This is an optimization exercise on Yosys and OpenROAD, whose aim is small area, a short achievable clock period and few clock cycles per item, not a production implementation. RTL that was checked went through simulation tests only; none was proved equivalent to the original. No functional check of the RTL was part of runs 1 to 3.

[design.v]
`timescale 1ns/1ps
module linear_equation_solver_3x3 #(
    parameter DATA_WIDTH = 16,
    parameter MAX_ITER = 40,
    parameter FRAC_BITS = 8
)(
    input wire clk,
    input wire rst,
    input wire start,
    input wire [DATA_WIDTH-1:0] a_data,
    input wire [3:0] a_addr,
    input wire a_wen,
    input wire [DATA_WIDTH-1:0] b_data,
    input wire [1:0] b_addr,
    input wire b_wen,
    output reg [DATA_WIDTH-1:0] x0, x1, x2,
    output reg done
);
    reg [15:0] A [0:8];
    reg [15:0] b [0:2];
    reg [15:0] xo0, xo1, xo2;           
    always @(posedge clk) begin
        if (a_wen)
            A[a_addr] <= a_data;
        if (b_wen)
            b[b_addr] <= b_data;
    end
    function [15:0] abs16;
        input [15:0] v;
        abs16 = v[15] ? (~v + 16'd1) : v;
    endfunction
    function [3:0] lzc16;
        input [15:0] v;
        integer n;
        begin
            lzc16 = 4'd0;
            for (n = 0; n < 16; n = n + 1)
                if (v[n]) lzc16 = 4'd15 - n[3:0];
        end
    endfunction
    reg  [2:0]  rvalid;
    reg  [17:0] rr0, rr1, rr2;
    reg  [3:0]  sr0, sr1, sr2;
    reg         eng_busy;
    reg  [1:0]  eng_row;
    reg  [1:0]  eng_cnt;
    reg  [15:0] eng_dn;
    reg  [15:0] eng_r;
    reg       dw_q;
    reg [1:0] dw_row;
    always @(posedge clk) begin
        dw_q   <= a_wen && (a_addr == 4'd0 || a_addr == 4'd4 || a_addr == 4'd8);
        dw_row <= (a_addr == 4'd0) ? 2'd0 : (a_addr == 4'd4) ? 2'd1 : 2'd2;
    end
    wire [1:0] pick = dw_q ? dw_row : !rvalid[0] ? 2'd0 : !rvalid[1] ? 2'd1 : 2'd2;
    wire       need = dw_q || ~&rvalid;
    wire [15:0] pick_d = abs16(pick == 2'd0 ? A[0] : pick == 2'd1 ? A[4] : A[8]);
    wire [3:0]  pick_s = lzc16(pick_d);
    wire dw_hit = dw_q && dw_row == eng_row;
    wire [17:0] eng_q = (eng_row == 2'd0) ? rr0 : (eng_row == 2'd1) ? rr1 : rr2;
    reg [15:0] st_r;
    reg [17:0] st_q;
    reg [17:0] st_d;
    integer k;
    always @* begin
        st_r = eng_r;
        st_q = eng_q;
        for (k = 0; k < 6; k = k + 1) begin
            st_d = {1'b0, st_r, 1'b1} - {2'b00, eng_dn};
            st_q = {st_q[16:0], !st_d[17]};
            st_r = st_d[17] ? {st_r[14:0], 1'b1} : st_d[15:0];
        end
    end
    wire eng_fin  = eng_busy && eng_cnt == 2'd2;
    wire eng_load = !eng_busy && need;
    always @(posedge clk or posedge rst) begin
        if (rst) begin
            rvalid <= 3'b000;
            eng_busy <= 1'b0;
        end else begin
            if (eng_busy) begin
                if (dw_hit || eng_fin)
                    eng_busy <= 1'b0;
                if (eng_fin && !dw_hit)
                    rvalid[eng_row] <= 1'b1;
            end else if (need) begin
                eng_busy <= 1'b1;
            end
            if (dw_q)
                rvalid[dw_row] <= 1'b0;
        end
    end
    always @(posedge clk) begin
        if (eng_busy) begin
            eng_r <= st_r;
            eng_cnt <= eng_cnt + 2'd1;
            case (eng_row)
                2'd0: rr0 <= st_q;
                2'd1: rr1 <= st_q;
                default: rr2 <= st_q;
            endcase
        end else begin
            eng_row <= pick;
            eng_cnt <= 2'd0;
            eng_dn <= pick_d << pick_s;
            eng_r <= 16'h7fff;
            if (need) begin
                case (pick)
                    2'd0: sr0 <= pick_s;
                    2'd1: sr1 <= pick_s;
                    default: sr2 <= pick_s;
                endcase
            end
        end
    end
    reg        running;
    reg [5:0]  it;         
    reg [1:0]  pos;        
    reg [1:0]  row1;       
    reg        replay;     
    reg        first1;     
    reg        zero_x;     
    reg        v2, slow2, sgn2, zero2, par2, end2, last2, first2;
    reg [1:0]  row2, pos2;
    reg [18:0] t2;
    reg [16:0] ylo2;
    reg [7:0]  mlo2;
    reg [15:0] rhi;
    reg        acc1, acc2;
    wire rd_even = it[0];    
    wire [15:0] xr0 = rd_even ? x0 : xo0;
    wire [15:0] xr1 = rd_even ? x1 : xo1;
    wire [15:0] xr2 = rd_even ? x2 : xo2;
    wire [1:0]  r1 = replay ? row2 : row1;
    wire [15:0] opa1 = (row1 == 2'd0) ? A[1] : (row1 == 2'd1) ? A[3] : A[6];
    wire [15:0] opx1 = first1 ? 16'd0 : (row1 == 2'd0) ? xr1 : xr0;
    wire [15:0] opa2 = (row1 == 2'd0) ? A[2] : (row1 == 2'd1) ? A[5] : A[7];
    wire [15:0] opx2 = first1 ? 16'd0 : (row1 == 2'd2) ? xr1 : xr2;
    wire [15:0] bi   = (row1 == 2'd0) ? b[0] : (row1 == 2'd1) ? b[1] : b[2];
    wire [15:0] di   = (row1 == 2'd0) ? A[0] : (row1 == 2'd1) ? A[4] : A[8];
    wire signed [31:0] p1 = $signed(opa1) * $signed(opx1);
    wire signed [31:0] p2 = $signed(opa2) * $signed(opx2);
    wire [23:0] num = {{8{bi[15]}}, bi} - p1[31:8] - p2[31:8];
    wire        sgn_n = num[23];
    wire [23:0] mag = sgn_n ? (~num + 24'd1) : num;
    wire [15:0] dabs1 = abs16(di);
    wire        zero1 = (di == 16'd0);
    wire        fast1 = zero1 || (mag[23:8] < dabs1);
    wire [3:0]  s1 = (r1 == 2'd0) ? sr0 : (r1 == 2'd1) ? sr1 : sr2;
    wire [31:0] y1 = replay ? {rhi, mlo2, 8'd0} :
                     fast1  ? {mag, 8'd0} : {16'd0, mag[23:8]};
    wire [31:0] ys1 = y1 << s1;
    wire [18:0] t1 = ys1[31:13];
    wire rready = (row1 == 2'd0 ? rvalid[0] : row1 == 2'd1 ? rvalid[1] : rvalid[2]) ||
                  (eng_fin && eng_row == row1);
    wire [17:0] rc2 = (row2 == 2'd0) ? rr0 : (row2 == 2'd1) ? rr1 : rr2;
    wire [15:0] d2  = abs16((row2 == 2'd0) ? A[0] : (row2 == 2'd1) ? A[4] : A[8]);
    reg [36:0] prod2;
    integer pi;
    always @* begin
        prod2 = 37'd0;
        for (pi = 0; pi < 19; pi = pi + 1)
            prod2 = prod2 + ((t2[pi] ? ({19'd0, rc2} << pi) : 37'd0) & ~37'h3fff);
    end
    wire [16:0] q0 = prod2[36:20];
    wire [33:0] qd_full = q0 * d2;
    wire [16:0] r0 = ylo2 - qd_full[16:0];
    wire        ge = (r0 >= {1'b0, d2});
    wire [15:0] q  = q0[15:0] + {15'd0, ge};
    wire [16:0] rem = ge ? (r0 - {1'b0, d2}) : r0;
    wire [15:0] xn = zero2 ? 16'd0 : sgn2 ? (~q + 16'd1) : q;
    wire [15:0] x_same  = (row2 == 2'd0) ? (par2 ? xo0 : x0) :
                          (row2 == 2'd1) ? (par2 ? xo1 : x1) : (par2 ? xo2 : x2);
    wire [15:0] x_other = (row2 == 2'd0) ? (par2 ? x0 : xo0) :
                          (row2 == 2'd1) ? (par2 ? x1 : xo1) : (par2 ? x2 : xo2);
    wire eq1 = (xn == x_other);
    wire eq2 = (xn == x_same) && !first2;
    wire wb  = v2 && !slow2;
    wire fin = wb && end2 && ((acc1 && eq1) || (acc2 && eq2) || last2);
    wire issue = running && !replay && !(v2 && slow2) && rready;
    always @(posedge clk or posedge rst) begin
        if (rst) begin
            running <= 1'b0;
            done <= 1'b0;
            v2 <= 1'b0;
            replay <= 1'b0;
            x0 <= 16'd0; x1 <= 16'd0; x2 <= 16'd0;
        end else begin
            if (wb && !par2) begin
                case (row2)
                    2'd0: x0 <= xn;
                    2'd1: x1 <= xn;
                    default: x2 <= xn;
                endcase
            end
            if (replay)
                replay <= 1'b0;
            else if (v2 && slow2)
                replay <= 1'b1;
            if (replay)
                v2 <= 1'b1;
            else if (v2 && slow2)
                v2 <= 1'b0;
            else
                v2 <= issue;
            if (fin) begin
                running <= 1'b0;
                done <= 1'b1;
                v2 <= 1'b0;
            end
            if (zero_x) begin
                x0 <= 16'd0; x1 <= 16'd0; x2 <= 16'd0;
            end
            if (!running && start) begin
                running <= 1'b1;
                done <= 1'b0;
                v2 <= 1'b0;
                replay <= 1'b0;
            end
        end
    end
    always @(posedge clk) begin
        if (wb && par2) begin
            case (row2)
                2'd0: xo0 <= xn;
                2'd1: xo1 <= xn;
                default: xo2 <= xn;
            endcase
        end
        if (wb) begin
            if (pos2 == 2'd0) begin
                acc1 <= eq1; acc2 <= eq2;
            end else begin
                acc1 <= acc1 & eq1; acc2 <= acc2 & eq2;
            end
        end
        if (replay) begin
            slow2 <= 1'b0;
            t2 <= t1;
            ylo2 <= y1[16:0];
        end else if (v2 && slow2) begin
            rhi <= rem[15:0];
        end else if (issue) begin
            slow2 <= !fast1;
            row2 <= row1;
            pos2 <= pos;
            par2 <= it[0];
            end2 <= (pos == 2'd2);
            last2 <= (it == MAX_ITER);
            first2 <= (it == 6'd1);
            sgn2 <= sgn_n ^ di[15];
            zero2 <= zero1;
            t2 <= t1;
            ylo2 <= y1[16:0];
            mlo2 <= mag[7:0];
            if (pos == 2'd2) begin
                pos <= 2'd0;
                it <= it + 6'd1;
            end else begin
                pos <= pos + 2'd1;
                row1 <= (row1 == 2'd2) ? 2'd0 : row1 + 2'd1;
            end
        end
        zero_x <= !running && start;
        if (issue && pos == 2'd2)
            first1 <= 1'b0;
        if (!running && start) begin
            it <= 6'd1;
            pos <= 2'd0;
            row1 <= 2'd0;
            first1 <= 1'b1;
        end
    end
endmodule
[run.sh]
#!/bin/bash
# synth_recipe.tcl (not shown) runs the flow's synth.tcl, then flattens the netlist and writes it again
# the make line also repeats each setting of config.mk as NAME=value (left out here)
make -C /OpenROAD-flow-scripts/flow DESIGN_CONFIG=/design/flow/config.mk WORK_HOME=/design/flow/orfs CLKGATE_MAP_FILE= SYNTH_SCRIPT=/design/flow/synth_recipe.tcl finish
[config.mk]
export PLATFORM = sky130hd
export DESIGN_NAME = linear_equation_solver_3x3
export DESIGN_NICKNAME = linear_equation_solver_3x3
export VERILOG_FILES = /design/flow/design.v
export SDC_FILE = /design/flow/constraint.sdc
export NUM_CORES = 4
export LEC_CHECK = 0
export ABC_AREA = 1
export CAP_MARGIN = 20
export CORE_MARGIN = 2
export CORE_UTILIZATION = 60
export PLACE_DENSITY = 0.7
export SETUP_SLACK_MARGIN = 5
export SLEW_MARGIN = 20
[constraint.sdc]
create_clock -name core_clock -period 110.0 [get_ports {clk}]
set_input_delay 22.0000 -clock core_clock [delete_from_list [all_inputs] [get_ports {clk}]]
set_output_delay 22.0000 -clock core_clock [all_outputs]
set_load 0.01 [all_outputs]
==> summary.txt, run 1 <==
Netlist cell types - 84
CTS Sinks - 486
Antenna violations before repair - 1
ANT nets after route - 0
Worst EP arrival - 1.69 ns
Gp weighted congestion - 0.999
CP required - 88.00 ns
Max-Cap Viols - 0
Hold Path Class - reg -> reg
Synth Warn # - 1
Starting Density - 60.3%
Final setup margin - 86.31 ns
DR DRC count - 0
Yosys top cell area share - 26.7%
Post-Route Utilization - 64.3%
Post-DR wirelength/cell - 21.0 um
Largest net degree at the start of global routing - 103
Post-layout min period - 23.69 ns
Filler instances - 9323
Clock skew - 0.0473 ns
DR pass1 iterations - 6
Synthesized instance count - 7820
CTS root buf - clkbuf_16
CP Capture Type - primary output
Final setup vio count - 0
Fmax - 42.2 MHz
RSZ-0062 raised after global routing - no
Simple-gate share of the synthesized area - 19.1%
Top cells by count, synth - inv_1, nand2_1, fa_1, nor2_1, ha_1
IO Port Bufs - 91
Fin nets - 9153
Die Y - 331 um
Mean Syn Cell Area - 8.22 um^2
Largest family of logic cells by synthesized area - adder cells
# rows - 120
Mux cell area share after synthesis - 0.0311%
Vias - 53.5k
Initial DRC count - 5235
Post-CTS sizing - 0
Top Ports - 92
Critical path's top delay family - buffers and inverters
CTS tree - done
Layout area overhead - 6.58%
DP Wirelength - 157 mm
Worst slack at placement - 86.04 ns
CP startpoint kind - flop
Syn nets - 9149
Finished Cell Area - 68500 um^2
Post-synthesis adder-cell area fraction - 35.0%
Setup TNS - 0 ns
CP Max Fanout - 5
Most common flop cell mapped by yosys - edfxtp_1
Top post-synthesis cells by area - fa_1, edfxtp_1, inv_1, nand2_1, ha_1
CTS Hold Bufs - 0
Register area share after synthesis - 21.7%
Worst skew pair latency - 0.65 ns
Fraction of registers with async set or reset after synthesis - 11.5%
Final Cycle Share - 21.5%
Xor/xnor cell area share of the yosys netlist - 3.79%
Clock buffer depth - 3
H-tree Lvls - 2
Crit path cell chain - clkdlybuf4s50_1
Overall Global Routing Usage - 36.0%
Final wirelength - 195 mm
Status - complete, no violations
TritonCTS Buffers - 54
Critical path type - reg -> out
Placed cell area - 66700 um^2
Bufs and invs on worst path - 1
First-pass GRT wire length - 304 mm
Leading area contributor after synthesis - fa_1
Setup repair bufs after CTS - 0
Die W - 331 um
Post-synth EDFFs - 396
Worst slew pin tran - 1.33 ns
Reg clk slew, reported paths - 0.06 ns
Vias per cell - 5.77
Die ar. - 110000 um^2
Diode count - 0
Slew Limit Headroom - 11.1%
Compound-Gate Fraction of Synth Area - 9.05%
Vias in the first global route - 53.3k
Final hold vios - 0
Core ar. - 107000 um^2
Post-synthesis register bit count - 486
GR Overflow Total - 0
Worst path slowest cell - clkdlybuf4s50_1
Share of cells above drive strength 1 - 4.78%
Count leader, synth - inv_1
CP peak stage delay - 0.64 ns
Mapped Area - 64300 um^2
Slew Viols, Final - 0
final cells by class:
cell class	count	area, um^2	share of cell area [%]
clock inverter	41	460	0.672
sequential	486	14000	20.4
tap	1403	1760	2.56
clock buffer	60	1400	2.04
multi-input combinational	5449	43200	63.0
timing repair buffer	181	1590	2.32
inverter	1652	6200	9.05
path summary, 6_finish.rpt:
check | from | end | slack [ns] | cells after the start
setup / recovery | x1[14] | x1[14] | 86.31 | 1
hold / removal | eng_cnt[0] | eng_cnt[0] | 0.42 | 1
setup reg to reg | eng_dn[2] | eng_r[6] | 90.75 | 106
hold reg to reg | eng_cnt[0] | eng_cnt[0] | 0.42 | 1
max in group asynchronous | rst | rvalid[0] | 87.54 | 3
min in group asynchronous | rst | x1[6] | 21.87 | 3
stage by stage:
| step | hold slack (ns) | instances |
|---|---|---|
| CTS | 0.420 | 9272 |
| global placement | 0.401 | 9171 |
| finish | 0.422 | 9272 |
| global route | 0.442 | 9272 |
| floorplan | 0.393 | 7820 |
| detailed placement | 0.413 | 9171 |
cells in the final DEF (no fill, tap or decap), types with 51 or more instances in the layout:
| cell type | count |
|---|---|
| a21oi_1 | 312 |
| buf_4 | 90 |
| clkbuf_16 | 55 |
| clkdlybuf4s50_1 | 91 |
| dfrtp_1 | 56 |
| edfxtp_1 | 396 |
| fa_1 | 856 |
| ha_1 | 430 |
| inv_1 | 1598 |
| nand2_1 | 1554 |
| nand3_1 | 382 |
| nand4_1 | 82 |
| nor2_1 | 704 |
| o211ai_1 | 51 |
| o21ai_0 | 298 |
| or2_2 | 65 |
| xnor2_1 | 76 |
| xor2_1 | 190 |
state kept, by name, summed over array words and instances (netlist names), 17 cells and up:
name  flops
t2       19
ylo2     17
rr0      18
rr2      18
A       144
b        48
rr1      18
cell families after synthesis:
kind of cell | after synthesis
compound gates | 967
xor+xnor | 273
fa+ha+maj | 1286
buf+inv | 1885
flops | 486
mux | 2
other cells | 1
simple gates | 2920
layer usage:
layer	up-vias	wire length, um	track usage [%]
met2	2557	88100	57.0
li1	24500	-	-
met4	0	9800	15.5
met5	-	0	0
met1	25900	78000	48.7
met3	469	18800	6.71
==> inputs of run 2 (changes only) <==
--- a/design.v
+++ b/design.v
@@ -56,6 +56,10 @@
     wire       need = dw_q || ~&rvalid;
     wire [15:0] pick_d = abs16(pick == 2'd0 ? A[0] : pick == 2'd1 ? A[4] : A[8]);
     wire [3:0]  pick_s = lzc16(pick_d);
+    wire [15:0] pick_m = pick_d | (pick_d >> 1) | (pick_d >> 2) | (pick_d >> 3) |
+                         (pick_d >> 4) | (pick_d >> 5) | (pick_d >> 6) | (pick_d >> 7) |
+                         (pick_d >> 8) | (pick_d >> 9) | (pick_d >> 10) | (pick_d >> 11) |
+                         (pick_d >> 12) | (pick_d >> 13) | (pick_d >> 14) | (pick_d >> 15);
     wire dw_hit = dw_q && dw_row == eng_row;
     wire [17:0] eng_q = (eng_row == 2'd0) ? rr0 : (eng_row == 2'd1) ? rr1 : rr2;
     reg [15:0] st_r;
@@ -102,8 +106,8 @@
         end else begin
             eng_row <= pick;
             eng_cnt <= 2'd0;
-            eng_dn <= pick_d << pick_s;
-            eng_r <= 16'h7fff;
+            eng_dn <= pick_d;
+            eng_r <= pick_m >> 1;
             if (need) begin
                 case (pick)
                     2'd0: sr0 <= pick_s;
@@ -125,7 +129,6 @@
     reg [18:0] t2;
     reg [16:0] ylo2;
     reg [7:0]  mlo2;
-    reg [15:0] rhi;
     reg        acc1, acc2;
     wire rd_even = it[0];    
     wire [15:0] xr0 = rd_even ? x0 : xo0;
@@ -147,7 +150,7 @@
     wire        zero1 = (di == 16'd0);
     wire        fast1 = zero1 || (mag[23:8] < dabs1);
     wire [3:0]  s1 = (r1 == 2'd0) ? sr0 : (r1 == 2'd1) ? sr1 : sr2;
-    wire [31:0] y1 = replay ? {rhi, mlo2, 8'd0} :
+    wire [31:0] y1 = replay ? {ylo2[15:0], mlo2, 8'd0} :
                      fast1  ? {mag, 8'd0} : {16'd0, mag[23:8]};
     wire [31:0] ys1 = y1 << s1;
     wire [18:0] t1 = ys1[31:13];
@@ -239,7 +242,7 @@
             t2 <= t1;
             ylo2 <= y1[16:0];
         end else if (v2 && slow2) begin
-            rhi <= rem[15:0];
+            ylo2 <= rem;        
         end else if (issue) begin
             slow2 <= !fast1;
             row2 <= row1;
==> flow/run.sh (new file) <==
#!/bin/bash
# Standard layout, with two changes:
#  - after global placement, the port buffers inserted by buffer_ports are
#    re-mastered from the slow default cell to a plain buffer;
#  - the later timing repairs aim for more setup slack than the default
#    5 ns margin (same clock and constraints).
set -euo pipefail
RES=$PWD/orfs/results/$FLOW_PLATFORM/linear_equation_solver_3x3/base
bash standard.sh $RES/3_3_place_gp.odb > flow_to_gp.log 2>&1
cat > port_buffers.tcl <<EOS
read_db $RES/3_3_place_gp.odb
set n 0
set buf [[ord::get_db] findMaster sky130_fd_sc_hd__buf_4]
foreach inst [[ord::get_db_block] getInsts] {
  set name [\$inst getName]
  set master [[\$inst getMaster] getName]
  if {[regexp {^(input|output)[0-9]+\$} \$name] && [string match sky130_fd_sc_hd__clkdlybuf* \$master]} {
    \$inst swapMaster \$buf
    incr n
  }
}
puts "re-mastered \$n port buffers"
write_db $RES/3_3_place_gp.odb
EOS
openroad -no_splash -exit port_buffers.tcl > port_buffers.log 2>&1
bash standard.sh SETUP_SLACK_MARGIN=${SLACK_MARGIN:-86} finish > flow_finish.log 2>&1
==> standard.sh (new file) <==
#!/bin/bash
# synth_recipe.tcl (not shown) runs the flow's synth.tcl, then flattens the netlist and writes it again
# the make line also repeats each setting of config.mk as NAME=value (left out here)
make -C /OpenROAD-flow-scripts/flow DESIGN_CONFIG=/design/flow/config.mk WORK_HOME=/design/flow/orfs CLKGATE_MAP_FILE= SYNTH_SCRIPT=/design/flow/synth_recipe.tcl "${@:-finish}"
removed: run.sh
==> run 2 against run 1 <==
Effect of this change:
- design area down 1.1%
- synthesized cell count about the same
- highest routed layer unchanged
- hold slack got worse by 0.0094 ns
- largest cell class unchanged
- fmax increased by 1.4%
- count of clock-buffer cells in the layout rose by 6
- sequential cell count down 16
==> summary.txt, run 2 <==
Status - complete, no violations
Post-synthesis register bit count - 470 (-3.3%)
Syn nets - 9154 (+0.055%)
Setup TNS - 0 ns (unchanged)
Worst slew pin tran - 1.16 ns (-0.169 ns)
CTS root buf - clkbuf_16
Most frequent cells in the layout - nand2_1, inv_1, fa_1
Die Y - 329 um (-0.60%)
Fraction of registers with async set or reset after synthesis - 11.9% (+0.39 points)
Max reg flops - 144 (unchanged)
Mean Syn Cell Area - 8.12 um^2 (-1.3%)
Top Ports - 92 (unchanged)
Most common flop cell mapped by yosys - edfxtp_1
Fin nets - 9178 (+0.27%)
Gp weighted congestion - 1.01 (+1.6%)
First-pass GRT wire length - 313 mm (+2.8%)
Vias per cell - 5.81 (+0.74%)
Worst path slowest cell - dfrtp_1
CP peak stage delay - 0.50 ns (-0.14 ns)
Post-CTS sizing - 0 (unchanged)
Post-DR wirelength/cell - 21.7 um (+3.4%)
# rows - 119 (-0.83%)
R2r worst-path depth - 73 (-31%)
Worst hold stages - 1 (unchanged)
Post-layout min period - 23.37 ns (-0.316 ns)
Die ar. - 108000 um^2 (-1.2%)
Vias in the first global route - 54.5k (+2.1%)
GR Overflow Total - 0 (unchanged)
Post-Layout Cell Count - 9286 (+0.15%)
Fmax - 42.8 MHz (+1.4%)
Critical path's top delay family - flip-flops
Hold Path Class - reg -> reg
Top reg by flops - A
IO Port Bufs - 91 (unchanged)
Top post-synthesis cells by area - fa_1, edfxtp_1, nand2_1, inv_1, ha_1
Core ar. - 105000 um^2 (-1.4%)
Biggest regs - A: 144 flops, b: 48 flops, t2: 19 flops
Share of cells above drive strength 1 - 5.55% (+0.77 points)
Worst slack at placement - 86.67 ns (+0.628 ns)
CP Capture Type - primary output
Critical path type - reg -> out
Synthesized instance count - 7825 (+0.064%)
Post-synth EDFFs - 380 (-4.0%)
Leading area contributor after synthesis - fa_1
Antenna violations before repair - 3 (+2)
DR pass1 iterations - 7 (+1)
Netlist cell types - 72 (-14%)
Top cells by count, synth - nand2_1, inv_1, fa_1, nor2_1, ha_1
CP startpoint kind - flop
Final hold vios - 0 (unchanged)
Bufs and invs on worst path - 1 (unchanged)
Worst EP arrival - 1.37 ns (-0.32 ns)
Register area share after synthesis - 21.2% (-0.49 points)
Setup repair bufs after CTS - 0 (unchanged)
DP Wirelength - 163 mm (+3.8%)
Most common cell after layout, fill and taps aside - nand2_1
CP Max Fanout - 5 (unchanged)
CTS tree - done
Filler instances - 9206 (-1.3%)
Worst skew pair latency - 0.68 ns (+0.03 ns)
CTS Sinks - 470 (-3.3%)
Final Cycle Share - 21.2% (-0.29 points)
Slew Viols, Final - 0 (unchanged)
Final wirelength - 202 mm (+3.6%)
Slew Limit Headroom - 22.6% (+11 points)
TritonCTS Buffers - 53 (-1.9%)
Yosys top cell area share - 27.0% (+0.33 points)
Clock buffer depth - 3 (unchanged)
Final setup margin - 86.63 ns (+0.316 ns)
Largest net degree at the start of global routing - 60 (-42%)
Reg clk slew, reported paths - 0.06 ns (about the same)
Synth Warn # - 1 (unchanged)
Critical Path Stages - 1 (unchanged)
Crit path cell chain - buf_4
Cells after DPL - 9185 (+0.15%)
Clock skew - 0.0349 ns (-0.0125 ns)
RSZ-0062 raised after global routing - no
Max-Cap Viols - 0 (unchanged)
Starting Density - 60.4% (+0.11 points)
DR DRC count - 0 (unchanged)
Initial DRC count - 5354 (+2.3%)
CTS Hold Bufs - 0 (unchanged)
Overall Global Routing Usage - 38.2% (+2.2 points)
CP required - 88.00 ns (about the same)
Mapped Area - 63500 um^2 (-1.2%)
Layout area overhead - 6.73%
Die W - 329 um (-0.60%)
Vias - 54.0k (+0.89%)
Final setup vio count - 0 (unchanged)
H-tree Lvls - 2 (unchanged)
Count leader, synth - nand2_1
ANT nets after route - 0 (unchanged)
-- run 2: changes by cell type in the layout (fill, tap and decap cells not counted), sizes merged, moves of 19 or more --
| cell | before | now |
|---|---|---|
| buf | 90 | 201 |
| clkdlybuf4s50 | 91 | 0 |
| clkinv | 56 | 37 |
| nand2 | 1577 | 1622 |
| nand3 | 397 | 431 |
| nand4 | 83 | 46 |
| o21ai | 342 | 317 |
-- run 2: final cells by class --
type	count	area, um^2	area share, %
Inverter	1637	6140	9.06
Sequential cell	470	13500	19.9
Clock buffer	66	1460	2.15
Timing Repair Buffer	201	1510	2.23
Clock inverter	34	435	0.642
Tap cell	1391	1740	2.57
Multi-Input combinational cell	5486	43000	63.4
Antenna cell	1	2.50	0.00369
-- run 2: final timing paths --
kind,slack (ns),end,from
setup / recovery,86.63,x1[3],x1[3]
hold / removal,0.41,eng_cnt[0],eng_cnt[0]
setup reg to reg,90.95,v2,row2[1]
hold reg to reg,0.41,eng_cnt[0],eng_cnt[0]
max in group asynchronous,87.41,x0[12],rst
min in group asynchronous,21.53,x1[3],rst
-- run 2: per-stage QoR --
| stage | cell area [um^2] | utilization [%] | hold WS (ns) |
|---|---|---|---|
| after floorplan | 63500 | - | 0.393 |
| after global placement | 66100 | 62.9 | 0.403 |
| after detailed placement | 65900 | 62.7 | 0.405 |
| after CTS | 67800 | 64.5 | 0.414 |
| after global routing | 67800 | 64.5 | 0.429 |
| final | 67800 | 64.5 | 0.412 |
-- run 2: cell families after synthesis --
| kind of cell | count (synthesis) | share of synthesized area [%] |
|---|---|---|
| buffers and inverters | 1869 | 11.2 |
| flip-flops | 470 | 21.2 |
| AO/OA/AOI/OAI | 956 | 9.08 |
| AND/OR/NAND/NOR | 2970 | 19.3 |
| adder cells (fa/ha/maj) | 1286 | 35.4 |
| XOR/XNOR | 274 | 3.81 |
-- run 2: layer usage --
metal | track usage, % | vias up | wire, um
li1 | - | 24600 | -
met3 | 7.36 | 625 | 18000
met5 | 0 | - | 0
met1 | 47.7 | 26200 | 76400
met4 | 24.0 | 0 | 15400
met2 | 61.2 | 2536 | 91900
==> inputs of run 3 (changes only) <==
--- a/flow/run.sh
+++ b/flow/run.sh
@@ -23,4 +23,4 @@
 write_db $RES/3_3_place_gp.odb
 EOS
 openroad -no_splash -exit port_buffers.tcl > port_buffers.log 2>&1
-bash standard.sh SETUP_SLACK_MARGIN=${SLACK_MARGIN:-86} finish > flow_finish.log 2>&1
+bash standard.sh SETUP_SLACK_MARGIN=${SLACK_MARGIN:-88} finish > flow_finish.log 2>&1
==> run 3 against run 2 <==
Effect of this change:
- sequential cell count did not move
- non-clock buffer count grew 70
- fmax increased by 0.43%
- hold slack hardly changed
- critical path type unchanged
==> summary.txt, run 3 <==
Fmax - 43.0 MHz (+0.43%)
DR pass1 iterations - 9 (+2)
Clock skew - 0.0394 ns (+0.00452 ns)
CP peak stage delay - 0.45 ns (-0.05 ns)
Xor/xnor cell area share of the yosys netlist - 3.81% (unchanged)
IO Port Bufs - 91 (unchanged)
Final setup margin - 86.73 ns (+0.101 ns)
Worst path slowest cell - dfrtp_2
CTS tree - done
DR DRC count - 0 (unchanged)
Gp weighted congestion - 1.01 (unchanged)
Clock buffer depth - 3 (unchanged)
Crit path cell chain - buf_6
Final setup vio count - 0 (unchanged)
Finished Cell Area - 68900 um^2 (+1.7%)
Synthesized instance count - 7825 (unchanged)
Fin nets - 9249 (+0.77%)
Fraction of registers with async set or reset after synthesis - 11.9% (unchanged)
Hold Path Class - reg -> reg
Vias in the first global route - 54.9k (+0.81%)
CP startpoint kind - flop
Most frequent cells in the layout - nand2_1, inv_1, fa_1
Top Ports - 92 (unchanged)
Setup TNS - 0 ns (unchanged)
First-pass GRT wire length - 316 mm (+0.98%)
Top post-synthesis cells by area - fa_1, edfxtp_1, nand2_1, inv_1, ha_1
Placed cell area - 65900 um^2 (unchanged)
Biggest regs - A: 144 flops, b: 48 flops, t2: 19 flops
Post-DR wirelength/cell - 21.8 um (+0.54%)
Post-synthesis register bit count - 470 (unchanged)
Met1 WL - 76.3 mm (about the same)
CP required - 88.00 ns (about the same)
Bufs and invs on worst path - 1 (unchanged)
Post-layout min period - 23.27 ns (-0.101 ns)
Netlist cell types - 72 (unchanged)
Post-synth EDFFs - 380 (unchanged)
Final Cycle Share - 21.2% (-0.091 points)
Mapped Area - 63500 um^2 (unchanged)
CP Capture Type - primary output
Die ar. - 108000 um^2 (unchanged)
Post-Route Utilization - 65.6% (+1.1 points)
Max-Cap Viols - 0 (unchanged)
Most common flop cell mapped by yosys - edfxtp_1
Share of cells above drive strength 1 - 6.79% (+1.2 points)
Compound-Gate Fraction of Synth Area - 9.08% (unchanged)
Count leader, synth - nand2_1
Mean Syn Cell Area - 8.12 um^2 (unchanged)
Die W - 329 um (unchanged)
Worst slack at placement - 86.67 ns (unchanged)
Largest family of logic cells by synthesized area - adder cells
GR Overflow Total - 0 (unchanged)
Top cells by count, synth - nand2_1, inv_1, fa_1, nor2_1, ha_1
ANT nets after route - 0 (unchanged)
Core ar. - 105000 um^2 (unchanged)
Yosys top cell area share - 27.0% (unchanged)
Final hold vios - 0 (unchanged)
Post-Layout Cell Count - 9357 (+0.76%)
Vias - 54.4k (+0.88%)
Worst EP arrival - 1.27 ns (-0.10 ns)
Worst slew pin tran - 1.15 ns (-0.00920 ns)
Reg clk slew, reported paths - 0.07 ns (about the same)
# rows - 119 (unchanged)
Die Y - 329 um (unchanged)
Synth Warn # - 1 (unchanged)
Worst Hold Slack - 0.412 ns (+0.000245 ns)
Cells after DPL - 9185 (unchanged)
H-tree Lvls - 2 (unchanged)
CTS root buf - clkbuf_16
Simple-gate share of the synthesized area - 19.3% (unchanged)
DP Wirelength - 163 mm (unchanged)
Critical path's top delay family - flip-flops
Initial DRC count - 5524 (+3.2%)
Wire length on met2 - 93.5 mm (+1.7%)
Reg2Reg Setup Slack - 90.86 ns (-0.09 ns)
Met3 WL - 19.3 mm (+6.8%)
Post-synthesis adder-cell area fraction - 35.4% (unchanged)
Critical path type - reg -> out
Layout area overhead - 8.51%
CTS Sinks - 470 (unchanged)
Worst skew pair latency - 0.69 ns (about the same)
Starting Density - 60.4% (unchanged)
Leading area contributor after synthesis - fa_1
Top reg by flops - A
Antenna violations before repair - 3 (unchanged)
Vias per cell - 5.82 (+0.12%)
Most common cell after layout, fill and taps aside - nand2_1
Overall Global Routing Usage - 38.6% (+0.39 points)
Status - complete, no violations
Mux cell area share after synthesis - 0% (unchanged)
Slew Viols, Final - 0 (unchanged)
Register area share after synthesis - 21.2% (unchanged)
Largest net degree at the start of global routing - 60 (unchanged)
Max reg flops - 144 (unchanged)
RSZ-0062 raised after global routing - yes
Highest metal used - met4
CTS Hold Bufs - 0 (unchanged)
Syn nets - 9154 (unchanged)
CP Max Fanout - 2 (-3)
Slew Limit Headroom - 23.2% (+0.62 points)
TritonCTS Buffers - 53 (unchanged)
Final wirelength - 204 mm (+1.3%)
==> run 3: area by class of cell <==
| class | instances | area, um^2 |
|---|---|---|
| multi-input cells | 5486 | 43200 |
| diodes | 1 | 2.50 |
| clock buffers | 66 | 1460 |
| fillers | 9026 | 36200 |
| well taps | 1391 | 1740 |
| clock inverters | 34 | 435 |
| repair inverters | 1 | 8.76 |
| inverters | 1637 | 6170 |
| flip-flops and latches | 470 | 13500 |
| repair buffers | 271 | 2420 |
==> run 3: kinds of logic (layout without fill, tap and decap cells) <==
logic type / Yosys count / count (layout)
and+or+nand+nor: 2970 / 2970
buffers and inverters: 1869 / 2009
adders and majority gates: 1286 / 1286
AOI/OAI and AO/OA: 956 / 956
DFF: 470 / 470
xor gates and xnor gates: 274 / 274
other: 0 / 1
==> run 3: routing by layer <==
metal,global-route usage [%],vias up
li1,-,24700
met1,48.1,26400
met2,62.0,2691
met3,7.44,620
met4,24.3,0
met5,0,-
==> run 3: timing repair <==
action / CTS / global route
setup endpoints to repair: 307 / 268
buffers inserted: 46 / 12
pin swaps: 11 / 11
gates resized for setup: 161 / 21
cloned: 13 / 0
==> run 3: worst reg2reg max path, delay by kind of cell (launching register included) <==
family	cells	cell delay, ns
buffers and inverters	17	2.74
AOI/OAI and AO/OA	13	2.85
DFF	1	0.40
and+or+nand+nor	24	5.30
adders and majority gates	17	7.02
xor gates and xnor gates	2	0.67
==> run 3: final timing paths <==
path,start,to,cells past startpoint
worst max-delay path,x1[3],x1[3],1
worst min-delay path,eng_cnt[0],eng_cnt[0],1
worst max register to register,row2[1],v2,73
worst min register to register,eng_cnt[0],eng_cnt[0],1
max in group asynchronous,rst,x0[12],3
min in group asynchronous,rst,x1[3],2
==> inputs of run 4 (changes only) <==
--- a/design.v
+++ b/design.v
@@ -56,23 +56,24 @@
     wire       need = dw_q || ~&rvalid;
     wire [15:0] pick_d = abs16(pick == 2'd0 ? A[0] : pick == 2'd1 ? A[4] : A[8]);
     wire [3:0]  pick_s = lzc16(pick_d);
-    wire [15:0] pick_m = pick_d | (pick_d >> 1) | (pick_d >> 2) | (pick_d >> 3) |
-                         (pick_d >> 4) | (pick_d >> 5) | (pick_d >> 6) | (pick_d >> 7) |
-                         (pick_d >> 8) | (pick_d >> 9) | (pick_d >> 10) | (pick_d >> 11) |
-                         (pick_d >> 12) | (pick_d >> 13) | (pick_d >> 14) | (pick_d >> 15);
     wire dw_hit = dw_q && dw_row == eng_row;
     wire [17:0] eng_q = (eng_row == 2'd0) ? rr0 : (eng_row == 2'd1) ? rr1 : rr2;
     reg [15:0] st_r;
     reg [17:0] st_q;
-    reg [17:0] st_d;
+    reg [16:0] st_t;
     integer k;
     always @* begin
         st_r = eng_r;
         st_q = eng_q;
         for (k = 0; k < 6; k = k + 1) begin
-            st_d = {1'b0, st_r, 1'b1} - {2'b00, eng_dn};
-            st_q = {st_q[16:0], !st_d[17]};
-            st_r = st_d[17] ? {st_r[14:0], 1'b1} : st_d[15:0];
+            st_t = {st_r, 1'b1};
+            if (st_t >= {1'b0, eng_dn}) begin
+                st_r = st_t[15:0] - eng_dn;
+                st_q = {st_q[16:0], 1'b1};
+            end else begin
+                st_r = st_t[15:0];
+                st_q = {st_q[16:0], 1'b0};
+            end
         end
     end
     wire eng_fin  = eng_busy && eng_cnt == 2'd2;
@@ -106,8 +107,8 @@
         end else begin
             eng_row <= pick;
             eng_cnt <= 2'd0;
-            eng_dn <= pick_d;
-            eng_r <= pick_m >> 1;
+            eng_dn <= pick_d << pick_s;
+            eng_r <= 16'h7fff;
             if (need) begin
                 case (pick)
                     2'd0: sr0 <= pick_s;
@@ -129,6 +130,7 @@
     reg [18:0] t2;
     reg [16:0] ylo2;
     reg [7:0]  mlo2;
+    reg [15:0] rhi;
     reg        acc1, acc2;
     wire rd_even = it[0];    
     wire [15:0] xr0 = rd_even ? x0 : xo0;
@@ -150,7 +152,7 @@
     wire        zero1 = (di == 16'd0);
     wire        fast1 = zero1 || (mag[23:8] < dabs1);
     wire [3:0]  s1 = (r1 == 2'd0) ? sr0 : (r1 == 2'd1) ? sr1 : sr2;
-    wire [31:0] y1 = replay ? {ylo2[15:0], mlo2, 8'd0} :
+    wire [31:0] y1 = replay ? {rhi, mlo2, 8'd0} :
                      fast1  ? {mag, 8'd0} : {16'd0, mag[23:8]};
     wire [31:0] ys1 = y1 << s1;
     wire [18:0] t1 = ys1[31:13];
@@ -242,7 +244,7 @@
             t2 <= t1;
             ylo2 <= y1[16:0];
         end else if (v2 && slow2) begin
-            ylo2 <= rem;        
+            rhi <= rem[15:0];
         end else if (issue) begin
             slow2 <= !fast1;
             row2 <= row1;
--- a/flow/run.sh
+++ b/flow/run.sh
@@ -23,4 +23,4 @@
 write_db $RES/3_3_place_gp.odb
 EOS
 openroad -no_splash -exit port_buffers.tcl > port_buffers.log 2>&1
-bash standard.sh SETUP_SLACK_MARGIN=${SLACK_MARGIN:-88} finish > flow_finish.log 2>&1
+bash standard.sh SETUP_SLACK_MARGIN=${SLACK_MARGIN:-86} finish > flow_finish.log 2>&1
==> run 4 against run 3 <==
Effect of this change:
- still clean on timing, DRC and antenna
- via count fell by 0.74%
- global-route usage fell by 2.2 points
- synthesized cell count rose by 0.14%
- register-to-register slack got worse by 0.33 ns
- sequential cell count rose by 16
- count of clock-buffer cells in the layout did not move
- first-iteration DRC count rose by 2.9%
- setup slack improved by 0.019 ns
- die area rose by 1.3%
- critical path type unchanged
- highest routed layer unchanged
==> summary.txt, run 4 <==
Status - complete, no violations
Top post-synthesis cells by area - fa_1, edfxtp_1, inv_1, nand2_1, ha_1
Final setup vio count - 0 (unchanged)
Reg-to-reg critical path endpoint - eng_r[3]
CTS Hold Bufs - 0 (unchanged)
CP Max Fanout - 2 (unchanged)
Share of cells above drive strength 1 - 5.74% (-1.1 points)
Core ar. - 107000 um^2 (+1.6%)
Finished Cell Area - 68200 um^2 (-1.0%)
Final hold vios - 0 (unchanged)
Slew Viols, Final - 0 (unchanged)
RSZ-0062 raised after global routing - no
Hold endpoint - eng_cnt[0]
Most common flop cell mapped by yosys - edfxtp_1
DR DRC count - 0 (unchanged)
TritonCTS Buffers - 53 (unchanged)
Hold Path Class - reg -> reg
Setup TNS - 0 ns (unchanged)
Largest net degree at the start of global routing - 83 (+38%)
Clock skew - 0.0318 ns (-0.00752 ns)
Setup repair bufs after CTS - 0 (-100%)
Yosys top cell area share - 26.6% (-0.35 points)
Fin nets - 9157 (-0.99%)
Fmax - 43.0 MHz (about the same)
Top Ports - 92 (unchanged)
Layout area overhead - 5.97%
Worst slew pin tran - 1.18 ns (+0.0285 ns)
Final Cycle Share - 21.1% (about the same)
Vias per cell - 5.82 (about the same)
R2r worst-path depth - 92 (+26%)
Vias in the first global route - 52.7k (-3.9%)
CP Capture Type - primary output
Mapped Area - 64400 um^2 (+1.3%)
Fraction of registers with async set or reset after synthesis - 11.5% (-0.39 points)
Slew Limit Headroom - 20.7% (-2.4 points)
Mean Syn Cell Area - 8.21 um^2 (+1.2%)
Gp weighted congestion - 1.01 (-0.42%)
Reg2Reg Setup Slack - 90.53 ns (-0.33 ns)
DP Wirelength - 160 mm (-2.1%)
Post-DR wirelength/cell - 21.4 um (-1.9%)
Final wirelength - 199 mm (-2.7%)
Reg clk slew, reported paths - 0.07 ns (about the same)
Top reg by flops - A
CTS root buf - clkbuf_16
Die Y - 332 um (+0.66%)
Placed cell area - 66500 um^2 (+0.89%)
Clock buffer depth - 3 (unchanged)
Worst EP arrival - 1.25 ns (-0.02 ns)
GR Overflow Total - 0 (unchanged)
Max-Cap Viols - 0 (unchanged)
Critical path's top delay family - flip-flops
Worst hold stages - 1 (unchanged)
Worst skew pair latency - 0.64 ns (-0.05 ns)
DR pass1 iterations - 7 (-2)
Synth Warn # - 1 (unchanged)
Post-layout min period - 23.25 ns (-0.0190 ns)
Top cells by count, synth - inv_1, nand2_1, fa_1, nor2_1, ha_1
Leading area contributor after synthesis - fa_1
Post-CTS sizing - 0 (-100%)
Vias - 54.0k (-0.74%)
Hold Crit Start - eng_cnt[0]
Biggest regs - A: 144 flops, b: 48 flops, t2: 19 flops
CTS Sinks - 486 (+3.4%)
IO Port Bufs - 91 (unchanged)
Bufs and invs on worst path - 1 (unchanged)
Netlist cell types - 81 (+13%)
CTS tree - done
Initial DRC count - 5685 (+2.9%)
Post-synth EDFFs - 396 (+4.2%)
Critical path type - reg -> out
Synthesized instance count - 7836 (+0.14%)
Count leader, synth - inv_1
Die ar. - 110000 um^2 (+1.3%)
Crit path cell chain - buf_4
Filler instances - 9339 (+3.5%)
Syn nets - 9165 (+0.12%)
CP required - 88.00 ns (about the same)
CP startpoint kind - flop
Most frequent cells in the layout - inv_1, nand2_1, fa_1
Post-synthesis register bit count - 486 (+3.4%)
Overall Global Routing Usage - 36.3% (-2.2 points)
First-pass GRT wire length - 306 mm (-3.2%)
Antenna violations before repair - 1 (-2)
CP peak stage delay - 0.44 ns (about the same)
H-tree Lvls - 2 (unchanged)
Worst path slowest cell - dfrtp_1
Most common cell after layout, fill and taps aside - inv_1
Starting Density - 60.3% (-0.13 points)
Worst R2R Start - eng_dn[2]
Max reg flops - 144 (unchanged)
Die W - 332 um (+0.66%)
Register area share after synthesis - 21.7% (+0.47 points)
ANT nets after route - 0 (unchanged)
# rows - 120 (+0.84%)
[run 4: metal layers]
metal	vias to the layer above	share of wire [%]	global-route usage, %
li1	24600	-	-
met1	26200	39	48.5
met2	2737	45	57.0
met3	518	10	7.45
met4	0	5.6	17.2
met5	-	0	0
[run 4: cell families after synthesis]
kind of cell	share of synthesized area (%)
xor gates and xnor gates	3.76
and+or+nand+nor	19.0
muxes	0.0505
other	0.00583
adders and majority gates	35.0
buffers and inverters	11.0
AOI/OAI and AO/OA	9.56
DFF	21.7
[run 4: how the worst max path moves through the flow]
stage	depth (start not counted)	startpoint	to
after floorplan	3	a_addr[1]	A[8][0]
after global placement	3	a_addr[2]	A[5][11]
after detailed placement	3	a_addr[0]	A[2][11]
after CTS	1	done	done
after global routing	1	x1[0]	x1[0]
final	1	done	done
[run 4: final cells by class]
type	instances	area (um^2)	share of cell area, %
antenna	3	7.51	0.0110
clock buffer	66	1430	2.09
clock inverter	34	273	0.400
inverter	1614	6060	8.89
multi-input combinational	5501	43400	63.7
sequential	486	14000	20.5
tap	1403	1760	2.57
timing repair buffer	172	1290	1.89
[run 4: stage by stage]
step / setup slack [ns] / utilization [%] / hold slack (ns) / std cells
final: 86.75 / 63.9 / 0.415 / 9279
after global routing: 86.73 / 63.9 / 0.424 / 9276
after CTS: 86.74 / 63.9 / 0.414 / 9276
after detailed placement: 86.37 / 62.3 / 0.405 / 9176
after global placement: 85.77 / 62.5 / 0.402 / 9175
after floorplan: 85.80 / - / 0.393 / 7836
Testbench counts of run 4, summed over its fixed seeds: cycles 35,813, solves 1,200.
==> inputs of run 5 (changes only) <==
--- a/design.v
+++ b/design.v
@@ -56,24 +56,23 @@
     wire       need = dw_q || ~&rvalid;
     wire [15:0] pick_d = abs16(pick == 2'd0 ? A[0] : pick == 2'd1 ? A[4] : A[8]);
     wire [3:0]  pick_s = lzc16(pick_d);
+    wire [15:0] pick_m = pick_d | (pick_d >> 1) | (pick_d >> 2) | (pick_d >> 3) |
+                         (pick_d >> 4) | (pick_d >> 5) | (pick_d >> 6) | (pick_d >> 7) |
+                         (pick_d >> 8) | (pick_d >> 9) | (pick_d >> 10) | (pick_d >> 11) |
+                         (pick_d >> 12) | (pick_d >> 13) | (pick_d >> 14) | (pick_d >> 15);
     wire dw_hit = dw_q && dw_row == eng_row;
     wire [17:0] eng_q = (eng_row == 2'd0) ? rr0 : (eng_row == 2'd1) ? rr1 : rr2;
     reg [15:0] st_r;
     reg [17:0] st_q;
-    reg [16:0] st_t;
+    reg [17:0] st_d;
     integer k;
     always @* begin
         st_r = eng_r;
         st_q = eng_q;
         for (k = 0; k < 6; k = k + 1) begin
-            st_t = {st_r, 1'b1};
-            if (st_t >= {1'b0, eng_dn}) begin
-                st_r = st_t[15:0] - eng_dn;
-                st_q = {st_q[16:0], 1'b1};
-            end else begin
-                st_r = st_t[15:0];
-                st_q = {st_q[16:0], 1'b0};
-            end
+            st_d = {1'b0, st_r, 1'b1} - {2'b00, eng_dn};
+            st_q = {st_q[16:0], !st_d[17]};
+            st_r = st_d[17] ? {st_r[14:0], 1'b1} : st_d[15:0];
         end
     end
     wire eng_fin  = eng_busy && eng_cnt == 2'd2;
@@ -107,8 +106,8 @@
         end else begin
             eng_row <= pick;
             eng_cnt <= 2'd0;
-            eng_dn <= pick_d << pick_s;
-            eng_r <= 16'h7fff;
+            eng_dn <= pick_d;
+            eng_r <= pick_m >> 1;
             if (need) begin
                 case (pick)
                     2'd0: sr0 <= pick_s;
@@ -122,21 +121,16 @@
     reg [5:0]  it;         
     reg [1:0]  pos;        
     reg [1:0]  row1;       
-    reg        replay;     
     reg        first1;     
     reg        zero_x;     
     reg        v2, slow2, sgn2, zero2, par2, end2, last2, first2;
     reg [1:0]  row2, pos2;
-    reg [18:0] t2;
-    reg [16:0] ylo2;
-    reg [7:0]  mlo2;
-    reg [15:0] rhi;
+    reg [23:0] mag2;
     reg        acc1, acc2;
     wire rd_even = it[0];    
     wire [15:0] xr0 = rd_even ? x0 : xo0;
     wire [15:0] xr1 = rd_even ? x1 : xo1;
     wire [15:0] xr2 = rd_even ? x2 : xo2;
-    wire [1:0]  r1 = replay ? row2 : row1;
     wire [15:0] opa1 = (row1 == 2'd0) ? A[1] : (row1 == 2'd1) ? A[3] : A[6];
     wire [15:0] opx1 = first1 ? 16'd0 : (row1 == 2'd0) ? xr1 : xr0;
     wire [15:0] opa2 = (row1 == 2'd0) ? A[2] : (row1 == 2'd1) ? A[5] : A[7];
@@ -150,14 +144,13 @@
     wire [23:0] mag = sgn_n ? (~num + 24'd1) : num;
     wire [15:0] dabs1 = abs16(di);
     wire        zero1 = (di == 16'd0);
-    wire        fast1 = zero1 || (mag[23:8] < dabs1);
-    wire [3:0]  s1 = (r1 == 2'd0) ? sr0 : (r1 == 2'd1) ? sr1 : sr2;
-    wire [31:0] y1 = replay ? {rhi, mlo2, 8'd0} :
-                     fast1  ? {mag, 8'd0} : {16'd0, mag[23:8]};
-    wire [31:0] ys1 = y1 << s1;
-    wire [18:0] t1 = ys1[31:13];
+    wire        slow1 = !zero1 && !(mag[23:8] < dabs1);
     wire rready = (row1 == 2'd0 ? rvalid[0] : row1 == 2'd1 ? rvalid[1] : rvalid[2]) ||
                   (eng_fin && eng_row == row1);
+    wire [3:0]  s2  = (row2 == 2'd0) ? sr0 : (row2 == 2'd1) ? sr1 : sr2;
+    wire [31:0] y2  = slow2 ? {16'd0, mag2[23:8]} : {mag2, 8'd0};
+    wire [31:0] ys2 = y2 << s2;
+    wire [18:0] t2  = ys2[31:13];
     wire [17:0] rc2 = (row2 == 2'd0) ? rr0 : (row2 == 2'd1) ? rr1 : rr2;
     wire [15:0] d2  = abs16((row2 == 2'd0) ? A[0] : (row2 == 2'd1) ? A[4] : A[8]);
     reg [36:0] prod2;
@@ -169,7 +162,7 @@
     end
     wire [16:0] q0 = prod2[36:20];
     wire [33:0] qd_full = q0 * d2;
-    wire [16:0] r0 = ylo2 - qd_full[16:0];
+    wire [16:0] r0 = y2[16:0] - qd_full[16:0];
     wire        ge = (r0 >= {1'b0, d2});
     wire [15:0] q  = q0[15:0] + {15'd0, ge};
     wire [16:0] rem = ge ? (r0 - {1'b0, d2}) : r0;
@@ -182,13 +175,12 @@
     wire eq2 = (xn == x_same) && !first2;
     wire wb  = v2 && !slow2;
     wire fin = wb && end2 && ((acc1 && eq1) || (acc2 && eq2) || last2);
-    wire issue = running && !replay && !(v2 && slow2) && rready;
+    wire issue = running && !(v2 && slow2) && rready;
     always @(posedge clk or posedge rst) begin
         if (rst) begin
             running <= 1'b0;
             done <= 1'b0;
             v2 <= 1'b0;
-            replay <= 1'b0;
             x0 <= 16'd0; x1 <= 16'd0; x2 <= 16'd0;
         end else begin
             if (wb && !par2) begin
@@ -198,15 +190,7 @@
                     default: x2 <= xn;
                 endcase
             end
-            if (replay)
-                replay <= 1'b0;
-            else if (v2 && slow2)
-                replay <= 1'b1;
-            if (replay)
-                v2 <= 1'b1;
-            else if (v2 && slow2)
-                v2 <= 1'b0;
-            else
+            if (!(v2 && slow2))
                 v2 <= issue;
             if (fin) begin
                 running <= 1'b0;
@@ -220,7 +204,6 @@
                 running <= 1'b1;
                 done <= 1'b0;
                 v2 <= 1'b0;
-                replay <= 1'b0;
             end
         end
     end
@@ -239,14 +222,11 @@
                 acc1 <= acc1 & eq1; acc2 <= acc2 & eq2;
             end
         end
-        if (replay) begin
+        if (v2 && slow2) begin
             slow2 <= 1'b0;
-            t2 <= t1;
-            ylo2 <= y1[16:0];
-        end else if (v2 && slow2) begin
-            rhi <= rem[15:0];
+            mag2[23:8] <= rem[15:0];
         end else if (issue) begin
-            slow2 <= !fast1;
+            slow2 <= slow1;
             row2 <= row1;
             pos2 <= pos;
             par2 <= it[0];
@@ -255,9 +235,7 @@
             first2 <= (it == 6'd1);
             sgn2 <= sgn_n ^ di[15];
             zero2 <= zero1;
-            t2 <= t1;
-            ylo2 <= y1[16:0];
-            mlo2 <= mag[7:0];
+            mag2 <= mag;
             if (pos == 2'd2) begin
                 pos <= 2'd0;
                 it <= it + 6'd1;
==> run 5 against run 4 <==
Effect of this change:
- die area shrank 1.1%
- critical path depth is the same
- count of clock-buffer cells in the layout shrank 3
- setup slack gained 0.036 ns
- clock skew grew 0.0019 ns
- register-to-register slack lost 1.2 ns
- sequential cell count shrank 37
- utilization grew 0.20 points
- critical endpoint is now x1[4]
- highest routed layer is now met5
==> summary.txt, run 5 <==
Mean Syn Cell Area - 8.04 um^2 (-2.1%)
Mapped Area - 63700 um^2 (-1.1%)
CP Capture Type - primary output
Worst EP arrival - 1.22 ns (-0.03 ns)
Synthesized instance count - 7921 (+1.1%)
Gp weighted congestion - 0.972 (-3.8%)
CP startpoint kind - flop
DR DRC count - 0 (unchanged)
Critical path type - reg -> out
Largest net degree at the start of global routing - 90 (+8.4%)
Reg clk slew, reported paths - 0.06 ns (about the same)
# rows - 119 (-0.83%)
Final wirelength - 188 mm (-5.3%)
Vias per cell - 5.69 (-2.3%)
Slew Limit Headroom - 15.9% (-4.8 points)
Clock buffer depth - 3 (unchanged)
Final hold vios - 0 (unchanged)
First-pass GRT wire length - 296 mm (-3.3%)
Top cells by count, synth - nand2_1, inv_1, fa_1, nor2_1, ha_1
Bufs and invs on worst path - 1 (unchanged)
Post-layout min period - 23.22 ns (-0.0356 ns)
Storage cell area - 12900 um^2 (-7.9%)
Clock skew - 0.0337 ns (+0.00188 ns)
Overall Global Routing Usage - 35.3% (-1.0 points)
Vias in the first global route - 53.1k (+0.75%)
Setup TNS - 0 ns (unchanged)
Status - complete, no violations
Register area share after synthesis - 20.2% (-1.5 points)
Core ar. - 105000 um^2 (-1.4%)
Critical path's top delay family - flip-flops
CP Max Fanout - 5 (+3)
Worst skew pair latency - 0.62 ns (-0.02 ns)
Max reg flops - 144 (unchanged)
Final setup vio count - 0 (unchanged)
CTS tree - done
Multi-input gate area - 43500 um^2 (+0.22%)
CTS root buf - clkbuf_16
CP required - 88.00 ns (about the same)
GR Overflow Total - 0 (unchanged)
Placed cell area - 65800 um^2 (-1.0%)
Post-synthesis register bit count - 449 (-7.6%)
Worst slew pin tran - 1.26 ns (+0.0848 ns)
CTS Hold Bufs - 0 (unchanged)
Yosys top cell area share - 26.9% (+0.29 points)
CTS Sinks - 449 (-7.6%)
Netlist cell types - 84 (+3.7%)
Fin nets - 9244 (+0.95%)
Filler instances - 9254 (-0.91%)
Top reg by flops - A
Crit path cell chain - buf_4
Slew Viols, Final - 0 (unchanged)
H-tree Lvls - 2 (unchanged)
Count leader, synth - nand2_1
Fmax - 43.1 MHz (+0.15%)
DR pass1 iterations - 6 (-1)
Antenna violations before repair - 8 (+7)
Worst path slowest cell - dfrtp_1
Die Y - 330 um (-0.54%)
Fraction of registers with async set or reset after synthesis - 12.2% (+0.73 points)
Top Ports - 92 (unchanged)
Initial DRC count - 4615 (-19%)
TritonCTS Buffers - 49 (-7.5%)
Die W - 330 um (-0.54%)
Synth Warn # - 1 (unchanged)
Reg2Reg Setup Slack - 89.31 ns (-1.22 ns)
Final Cycle Share - 21.1% (-0.032 points)
Finished Cell Area - 67500 um^2 (-1.1%)
ANT nets after route - 0 (unchanged)
Top post-synthesis cells by area - fa_1, edfxtp_1, nand2_1, inv_1, ha_1
Vias - 53.2k (-1.5%)
Most common flop cell mapped by yosys - edfxtp_1
Starting Density - 60.5% (+0.19 points)
DP Wirelength - 152 mm (-4.8%)
Syn nets - 9248 (+0.91%)
Leading area contributor after synthesis - fa_1
Most common cell after layout, fill and taps aside - nand2_1
IO Port Bufs - 91 (unchanged)
Setup repair bufs after CTS - 0 (unchanged)
Share of cells above drive strength 1 - 5.48% (-0.26 points)
Most frequent cells in the layout - nand2_1, inv_1, fa_1
Max-Cap Viols - 0 (unchanged)
Layout area overhead - 5.97% (about the same)
CP peak stage delay - 0.43 ns (about the same)
Die ar. - 109000 um^2 (-1.1%)
Post-DR wirelength/cell - 20.1 um (-6.1%)
Hold Path Class - reg -> reg
Post-CTS sizing - 0 (unchanged)
Biggest regs - A: 144 flops, b: 48 flops, mag2: 24 flops
RSZ-0062 raised after global routing - no
Post-synth EDFFs - 360 (-9.1%)
[run 5: cell types whose count changed after synthesis, sizes merged, moves of 23 or more]
cell    previous run  this run
or2               69        31
a21oi            350       311
o21ai            353       383
nand3            412       325
inv             1587      1676
nand2           1567      1757
edfxtp           396       360
nor3              67        44
[run 5: path summary, 6_finish.rpt]
| kind | start | endpoint | cells after the start |
|---|---|---|---|
| min | eng_cnt[0] | eng_cnt[0] | 1 |
| min in group asynchronous | rst | eng_busy | 3 |
| max reg2reg | row2[1] | running | 78 |
| max in group asynchronous | rst | x0[9] | 3 |
| min reg2reg | eng_cnt[0] | eng_cnt[0] | 1 |
| max | x1[4] | x1[4] | 1 |
[run 5: area by class of cell]
| class | count | area share, % |
|---|---|---|
| Timing Repair Buffer | 175 | 1.94 |
| Sequential cell | 449 | 19.1 |
| Antenna cell | 7 | 0.0260 |
| Inverter | 1696 | 9.46 |
| Clock buffer | 63 | 1.97 |
| Clock inverter | 28 | 0.467 |
| Tap cell | 1391 | 2.58 |
| Multi-Input combinational cell | 5546 | 64.5 |
[run 5: layer usage]
layer  vias to the layer above  track usage, %  part of all wire, %
met3                       452            5.61                  8.0
met1                     25900            47.1                   41
li1                      24700               -                    -
met2                      2152            57.3                   46
met4                         4            15.1                  4.9
met5                         -               0                0.013
[run 5: cell families after synthesis]
group                    synth area share, %
flip-flops                              20.2
AND/OR/NAND/NOR                         19.2
XOR/XNOR                                3.68
adder cells (fa/ha/maj)                 35.3
AO/OA/AOI/OAI                           9.87
buffers and inverters                   11.6
multiplexers                          0.0983
[run 5: through the flow]
stage          utilization, %  hold slack (ns)  std cells  worst slack, ns
6_report                 64.1            0.425       9355            86.78
5_1_grt                  64.1            0.439       9353            86.75
4_1_cts                  64.1            0.424       9347            86.76
3_5_place_dp             62.5            0.410       9256            86.86
3_3_place_gp             62.7            0.403       9256            86.48
2_1_floorplan               -            0.393       7921            85.80
Testbench counts of run 5, summed over its fixed seeds: cycles 35,813, solves 1,200.
==> inputs of run 6 (changes only) <==
--- a/config.mk
+++ b/config.mk
@@ -9,6 +9,8 @@
 export CAP_MARGIN = 20
 export CORE_MARGIN = 2
 export CORE_UTILIZATION = 60
+export CTS_CLUSTER_DIAMETER = 100
+export CTS_CLUSTER_SIZE = 25
 export PLACE_DENSITY = 0.7
 export SETUP_SLACK_MARGIN = 5
 export SLEW_MARGIN = 20
==> run 6 against run 5 <==
Effect of this change:
- register-to-register slack about the same
- sequential cell count unchanged
- still clean
- first-iteration DRC count down 3.7%
- critical path type unchanged
- design area shrank 1.4%
- hold slack better by 0.0088 ns
- clock skew grew 0.010 ns
==> summary.txt, run 6 <==
Status - complete, no violations
Wire length on met2 - 87.4 mm (about the same)
Clock buffer depth - 3 (unchanged)
Critical path type - reg -> out
Die ar. - 109000 um^2 (unchanged)
Met1 WL - 76.5 mm (-0.18%)
Post-synth EDFFs - 360 (unchanged)
CTS Sinks - 449 (unchanged)
Most common cell after layout, fill and taps aside - nand2_1
Share of cells above drive strength 1 - 4.87% (-0.61 points)
CP startpoint kind - flop
DP Wirelength - 152 mm (unchanged)
Top reg by flops - A
CTS tree - done
Final hold vios - 0 (unchanged)
Setup TNS - 0 ns (unchanged)
Final setup margin - 86.77 ns (-0.0101 ns)
Max-Cap Viols - 0 (unchanged)
IO Port Bufs - 91 (unchanged)
Fmax - 43.1 MHz (about the same)
CP Max Fanout - 5 (unchanged)
Initial DRC count - 4444 (-3.7%)
Fraction of registers with async set or reset after synthesis - 12.2% (unchanged)
# rows - 119 (unchanged)
Starting Density - 60.5% (unchanged)
Yosys top cell area share - 26.9% (unchanged)
Setup repair bufs after CTS - 0 (unchanged)
Final wirelength - 188 mm (-0.26%)
RSZ-0062 raised after global routing - no
Top Ports - 92 (unchanged)
Die Y - 330 um (unchanged)
Highest metal used - met5
H-tree Lvls - 1 (-1)
Slew Viols, Final - 0 (unchanged)
Most common flop cell mapped by yosys - edfxtp_1
Final setup vio count - 0 (unchanged)
Mapped Area - 63700 um^2 (unchanged)
CTS Hold Bufs - 0 (unchanged)
Critical path's top delay family - flip-flops
Max reg flops - 144 (unchanged)
Vias per cell - 5.71 (+0.29%)
Syn nets - 9248 (unchanged)
Largest net degree at the start of global routing - 90 (unchanged)
DR DRC count - 0 (unchanged)
Worst EP arrival - 1.23 ns (about the same)
Top cells by count, synth - nand2_1, inv_1, fa_1, nor2_1, ha_1
Register area share after synthesis - 20.2% (unchanged)
Bufs and invs on worst path - 1 (unchanged)
Antenna violations before repair - 9 (+1)
DR pass1 iterations - 8 (+2)
Mean Syn Cell Area - 8.04 um^2 (unchanged)
First-pass GRT wire length - 294 mm (-0.42%)
Vias in the first global route - 52.8k (-0.66%)
Fin nets - 9218 (-0.28%)
ANT nets after route - 0 (unchanged)
Vias - 53.1k (-0.26%)
Worst skew pair latency - 0.62 ns (about the same)
Worst slack at placement - 86.86 ns (unchanged)
Final Cycle Share - 21.1% (about the same)
Leading area contributor after synthesis - fa_1
Gp weighted congestion - 0.972 (unchanged)
Reg clk slew, reported paths - 0.12 ns (+0.06 ns)
Post-DR wirelength/cell - 20.2 um (+0.28%)
Core ar. - 105000 um^2 (unchanged)
TritonCTS Buffers - 23 (-53%)
Count leader, synth - nand2_1
Overall Global Routing Usage - 35.1% (-0.21 points)
Clock skew - 0.0439 ns (+0.0102 ns)
Netlist cell types - 84 (unchanged)
Worst slew pin tran - 1.21 ns (-0.0489 ns)
Most frequent cells in the layout - nand2_1, inv_1, fa_1
Slew Limit Headroom - 18.3% (+2.4 points)
Biggest regs - A: 144 flops, b: 48 flops, mag2: 24 flops
Post-synthesis register bit count - 449 (unchanged)
Met3 WL - 15.2 mm (+0.89%)
CP peak stage delay - 0.44 ns (about the same)
GR Overflow Total - 0 (unchanged)
Hold Path Class - reg -> reg
Synth Warn # - 1 (unchanged)
Top post-synthesis cells by area - fa_1, edfxtp_1, nand2_1, inv_1, ha_1
Post-CTS sizing - 0 (unchanged)
CP required - 88.00 ns (about the same)
CP Capture Type - primary output
Worst path slowest cell - dfrtp_1
Synthesized instance count - 7921 (unchanged)
Layout area overhead - 4.50%
Crit path cell chain - buf_4
Die W - 330 um (unchanged)
CTS root buf - clkbuf_16
Filler instances - 9342 (+0.95%)
Post-layout min period - 23.23 ns (+0.0101 ns)
[run 6: cell types whose count changed in the layout (fill, tap and decap cells not counted), moves of 3 or more]
| cell | previous run | this run |
|---|---|---|
| bufinv_16 | 4 | 0 |
| clkinv_2 | 12 | 1 |
| clkinvlp_4 | 6 | 0 |
| clkbuf_16 | 50 | 23 |
| clkbuf_1 | 10 | 13 |
[run 6: metal layers]
layer	GRT usage, %	up-vias
met3	5.47	392
met1	47.0	25900
met2	57.3	2167
met5	0	-
li1	-	24700
met4	14.3	6
[run 6: worst paths after layout]
| check | cells after the start | slack [ns] | startpoint | to |
|---|---|---|---|---|
| min | 1 | 0.43 | eng_cnt[0] | eng_cnt[0] |
| max in group asynchronous | 3 | 87.80 | rst | x2[7] |
| min in group asynchronous | 3 | 21.63 | rst | rvalid[1] |
| min reg2reg | 1 | 0.43 | eng_cnt[0] | eng_cnt[0] |
| max | 1 | 86.77 | x1[14] | x1[14] |
| max reg2reg | 80 | 89.31 | row2[1] | running |
[run 6: metrics by stage]
step           area [um^2]  hold slack [ns]  std cells  utilization (%)
6_report             66500            0.434       9304             63.2
5_1_grt              66500            0.447       9304             63.2
4_1_cts              66500            0.431       9298             63.2
3_5_place_dp         65800            0.410       9256             62.5
3_3_place_gp         66000            0.403       9256             62.7
2_1_floorplan        63700            0.393       7921                -
[run 6: layout make-up]
cell class	instances	area [um^2]	area share [%]
timing repair buffer	175	1310	1.97
clock inverter	5	72.6	0.109
multi-input combinational	5546	43500	65.4
antenna	5	12.5	0.0188
sequential	449	12900	19.3
clock buffer	37	638	0.959
inverter	1696	6380	9.59
tap	1391	1740	2.62
[run 6: cell families after synthesis]
family	share of synthesized area (%)
compound gates	9.87
xor+xnor	3.68
flops	20.2
buf+inv	11.6
fa+ha+maj	35.3
simple gates	19.2
mux	0.0983

-- re-timing with driven ports --
In the flow no input, the clock included, has a driving cell. The finished layouts below were timed again as built, in two steps. Step 1 sets driving cells, clkbuf_16 on the clock port and buf_2 on the other inputs (assumed; they add their load-dependent delay and slew). Step 2 adds t to the input delays and takes it off the output delays; t is the mean of the earliest and latest rising clock arrival at the registers after step 1. Input paths then give back, and output paths get back, about the clock's delay inside the block. a / b / c = ideal ports / drivers / drivers and shift; a / b = the first two.
run	t, ns	setup WS [ns]	hold WS [ns]	clock arrival spread, ns	worst slew at a driven data input, ns
run 1	0.708	86.312 / 86.230 / 86.036	0.422 / 0.422 / 0.422	0.047 / 0.048	0.09
run 2	0.744	86.628 / 86.550 / 86.719	0.412 / 0.412 / 0.412	0.035 / 0.035	0.04
run 3	0.745	86.729 / 86.651 / 86.922	0.412 / 0.412 / 0.412	0.039 / 0.040	0.06
run 4	0.701	86.748 / 86.670 / 86.488	0.415 / 0.415 / 0.415	0.032 / 0.031	0.17
run 5	0.675	86.783 / 86.712 / 86.789	0.425 / 0.425 / 0.425	0.037 / 0.037	0.12
run 6	0.659	86.773 / 86.707 / 86.803	0.434 / 0.434 / 0.434	0.049 / 0.050	0.12
After both steps setup and hold are still met in every run listed. The setup slack of run 1, which loses most, moves by -0.082 ns with the drivers and by -0.276 ns with both steps. The worst setup slack also covers recovery checks on asynchronous resets.
